Background: an optimization exercise with open tools, aiming at small area. Do not read the settings as production practice. In this exercise RTL edits were held to simulation tests only and were not proved equivalent to the original. No activity file was given, so power comes from the tool's default toggle rates.

Design top, start of the top module:
module top(
	input clk,
	input rst_n,
	input left,
	input right,
	input up,
	input down,
	input [15:0] SW,
	output reg bell,
	output reg [2:0] sel,
	output [6:0] segment,
	output [15:0] LED
	);
export LEC_CHECK = 0
export ABC_AREA = 1
export CAP_MARGIN = 20
export CORE_MARGIN = 2
export CORE_UTILIZATION = 40
export SLEW_MARGIN = 20
create_clock -name core_clock -period 70.0 [get_ports {clk}]
standard.sh (not shown) runs the stock make flow with config.mk's settings and CLKGATE_MAP_FILE= SYNTH_SCRIPT=/design/flow/synth_recipe.tcl, a recipe that flattens the netlist after the stock synthesis.
==> flow/flow/run.sh <==
#!/bin/bash
# Own layout flow: the standard ORFS flow (standard.sh) with
#  - synthesis through flow/synth_own.tcl (standard synthesis, stronger ABC script),
#  - port buffers of the smallest buffer cell (every port still gets one),
#  - CTS with small clock buffers and no dummy loads.
# Each tool's output goes to logs under orfs/logs (ORFS) and to own_*.log here.
set -euo pipefail
WORK=$(pwd)
sed "s#@WORK@#$WORK#g" flow/synth_own.tcl > own_synth.tcl
# standard.sh with our synthesis script and extra make variables
sed -e "s#SYNTH_SCRIPT=[^ ]*synth_recipe.tcl#SYNTH_SCRIPT=$WORK/own_synth.tcl#" \
    -e 's#"\${@:-finish}"#"BUFFER_PORTS_ARGS=-buffer_cell sky130_fd_sc_hd__buf_1" "CTS_ARGS=-sink_clustering_enable -repair_clock_nets -buf_list sky130_fd_sc_hd__clkbuf_4 -dont_use_dummy_load" "${@:-finish}"#' \
    standard.sh > own.sh
grep -q own_synth.tcl own.sh
grep -q BUFFER_PORTS_ARGS own.sh
bash own.sh > own_make.log 2>&1
==> flow/flow/abc_own.script <==
strash
&get -n
&dch
&nf -R 1000
&put
topo
==> flow/flow/synth_own.tcl <==
# The standard synthesis (synth_recipe.tcl), with one change: ABC maps the
# logic with flow/abc_own.script (area-oriented) instead of ORFS's script.
# Registers are mapped before ABC runs, so they are the standard synthesis's.
proc abc {args} {
  set i [lsearch -exact $args -script]
  if {$i >= 0} {
    lset args [expr {$i + 1}] "@WORK@/flow/abc_own.script"
  }
  yosys abc {*}$args
}
source @WORK@/synth_recipe.tcl
Next try:
--- a/flow/flow/run.sh
+++ b/flow/flow/run.sh
@@ -10,5 +10,5 @@
 # standard.sh with our synthesis script and extra make variables
 sed -e "s#SYNTH_SCRIPT=[^ ]*synth_recipe.tcl#SYNTH_SCRIPT=$WORK/own_synth.tcl#" \
-    -e 's#"\${@:-finish}"#"BUFFER_PORTS_ARGS=-buffer_cell sky130_fd_sc_hd__buf_1" "CTS_ARGS=-sink_clustering_enable -repair_clock_nets -buf_list sky130_fd_sc_hd__clkbuf_4 -dont_use_dummy_load" "${@:-finish}"#' \
+    -e 's#"\${@:-finish}"#"BUFFER_PORTS_ARGS=-buffer_cell sky130_fd_sc_hd__buf_1" "CTS_ARGS=-sink_clustering_enable -repair_clock_nets -buf_list sky130_fd_sc_hd__clkbuf_4 -sink_clustering_size 22 -sink_clustering_max_diameter 200 -dont_use_dummy_load" "${@:-finish}"#' \
     standard.sh > own.sh
 grep -q own_synth.tcl own.sh
Result: Setup slack stays the same; clock skew is unchanged; wire length is unchanged; sequential power is about the same; synthesized cell count does not change; count of clock-buffer cells in the layout is unchanged; via count is unchanged; fmax stays the same.

* * *

== JK ==
Another version of the RTL of top (not shown whole).
Size in the first run: about 880 cells after synthesis, ~63 flip-flops, roughly 49 I/O pins, about 5700 um2 of cells after synthesis.
Settings: LEC_CHECK=0, ABC_AREA=1, CAP_MARGIN=20, CORE_MARGIN=2, CORE_UTILIZATION=40, SLEW_MARGIN=20; clock period 70.0 ns.
run.sh (not shown) runs the stock make flow with config.mk's settings and CLKGATE_MAP_FILE= SYNTH_SCRIPT=/design/flow/synth_recipe.tcl, a recipe that flattens the netlist after the stock synthesis.
Stock flow here: none of the scripts above is used.
#### Input delta (MS over JK)
==> flow/flow/run.sh (new file) <==
#!/bin/bash
# Own layout flow: the standard ORFS flow (standard.sh) with
#  - synthesis through flow/synth_own.tcl (standard synthesis, stronger ABC script),
#  - port buffers of the smallest buffer cell (every port still gets one),
#  - CTS with small clock buffers and no dummy loads.
# Each tool's output goes to logs under orfs/logs (ORFS) and to own_*.log here.
set -euo pipefail
WORK=$(pwd)
sed "s#@WORK@#$WORK#g" flow/synth_own.tcl > own_synth.tcl
# standard.sh with our synthesis script and extra make variables
sed -e "s#SYNTH_SCRIPT=[^ ]*synth_recipe.tcl#SYNTH_SCRIPT=$WORK/own_synth.tcl#" \
    -e 's#"\${@:-finish}"#"BUFFER_PORTS_ARGS=-buffer_cell sky130_fd_sc_hd__buf_1" "CTS_ARGS=-sink_clustering_enable -repair_clock_nets -buf_list sky130_fd_sc_hd__clkbuf_4 -dont_use_dummy_load" "${@:-finish}"#' \
    standard.sh > own.sh
grep -q own_synth.tcl own.sh
grep -q BUFFER_PORTS_ARGS own.sh
bash own.sh > own_make.log 2>&1
==> flow/flow/abc_own.script (new file) <==
strash
dc2
&get -n
&deepsyn -T 60
&nf -R 1000
&put
topo
==> flow/flow/synth_own.tcl (new file) <==
# The standard synthesis (synth_recipe.tcl), with one change: ABC maps the
# logic with flow/abc_own.script (area-oriented) instead of ORFS's script.
# Registers are mapped before ABC runs, so they are the standard synthesis's.
proc abc {args} {
  set i [lsearch -exact $args -script]
  if {$i >= 0} {
    lset args [expr {$i + 1}] "@WORK@/flow/abc_own.script"
  }
  yosys abc {*}$args
}
source @WORK@/synth_recipe.tcl
==> flow/standard.sh (new file) <==
#!/bin/bash
# synth_recipe.tcl (not shown) runs the flow's synth.tcl, then flattens the netlist and writes it again
# the make line also repeats each setting of config.mk as NAME=value (left out here)
make -C /OpenROAD-flow-scripts/flow DESIGN_CONFIG=/design/flow/config.mk WORK_HOME=/design/flow/orfs CLKGATE_MAP_FILE= SYNTH_SCRIPT=/design/flow/synth_recipe.tcl "${@:-finish}"
removed: flow/run.sh
==> notes.md <==
- MS against JK; internal power summed over all cells is down by more than a quarter.
- Against JK, MS comes in 6.0% lower on wire length.
- JK → MS: total nets after synthesis shrank by 27%; combinational share of power shrank by 0.3 points.

[re-timing with driven ports]
How much do the figures lean on ideal ports? The routed layouts below were timed once more, with nothing changed but the port constraints. Step 1, drivers: a clkbuf_16 drives clk and a buf_2 each remaining input, both assumed. Step 2 adds t to the input delays and takes it off the output delays; t is the mean of the earliest and latest rising clock arrival at the registers after step 1. Input paths then give back, and output paths get back, about the clock's delay inside the block. Three values: no drivers, after step 1, after step 2; two values: the first two.
run | t, ns | setup slack, ns | worst setup path at the end | slew at the worst register clock pin (ns) | pins driven straight from the clock port
the first run of note 1 | 0.401 | 51.223 / 51.195 / 51.596 | register to output | 0.12 / 0.12 | 1
the second run of note 1 | 0.401 | 51.223 / 51.195 / 51.596 | register to output | 0.12 / 0.12 | 1
JK | 0.364 | 50.774 / 50.733 / 51.098 | register to output | 0.06 / 0.06 | 1
MS | 0.420 | 50.008 / 49.976 / 50.396 | register to output | 0.11 / 0.11 | 1
After both steps every run listed still meets setup and hold.
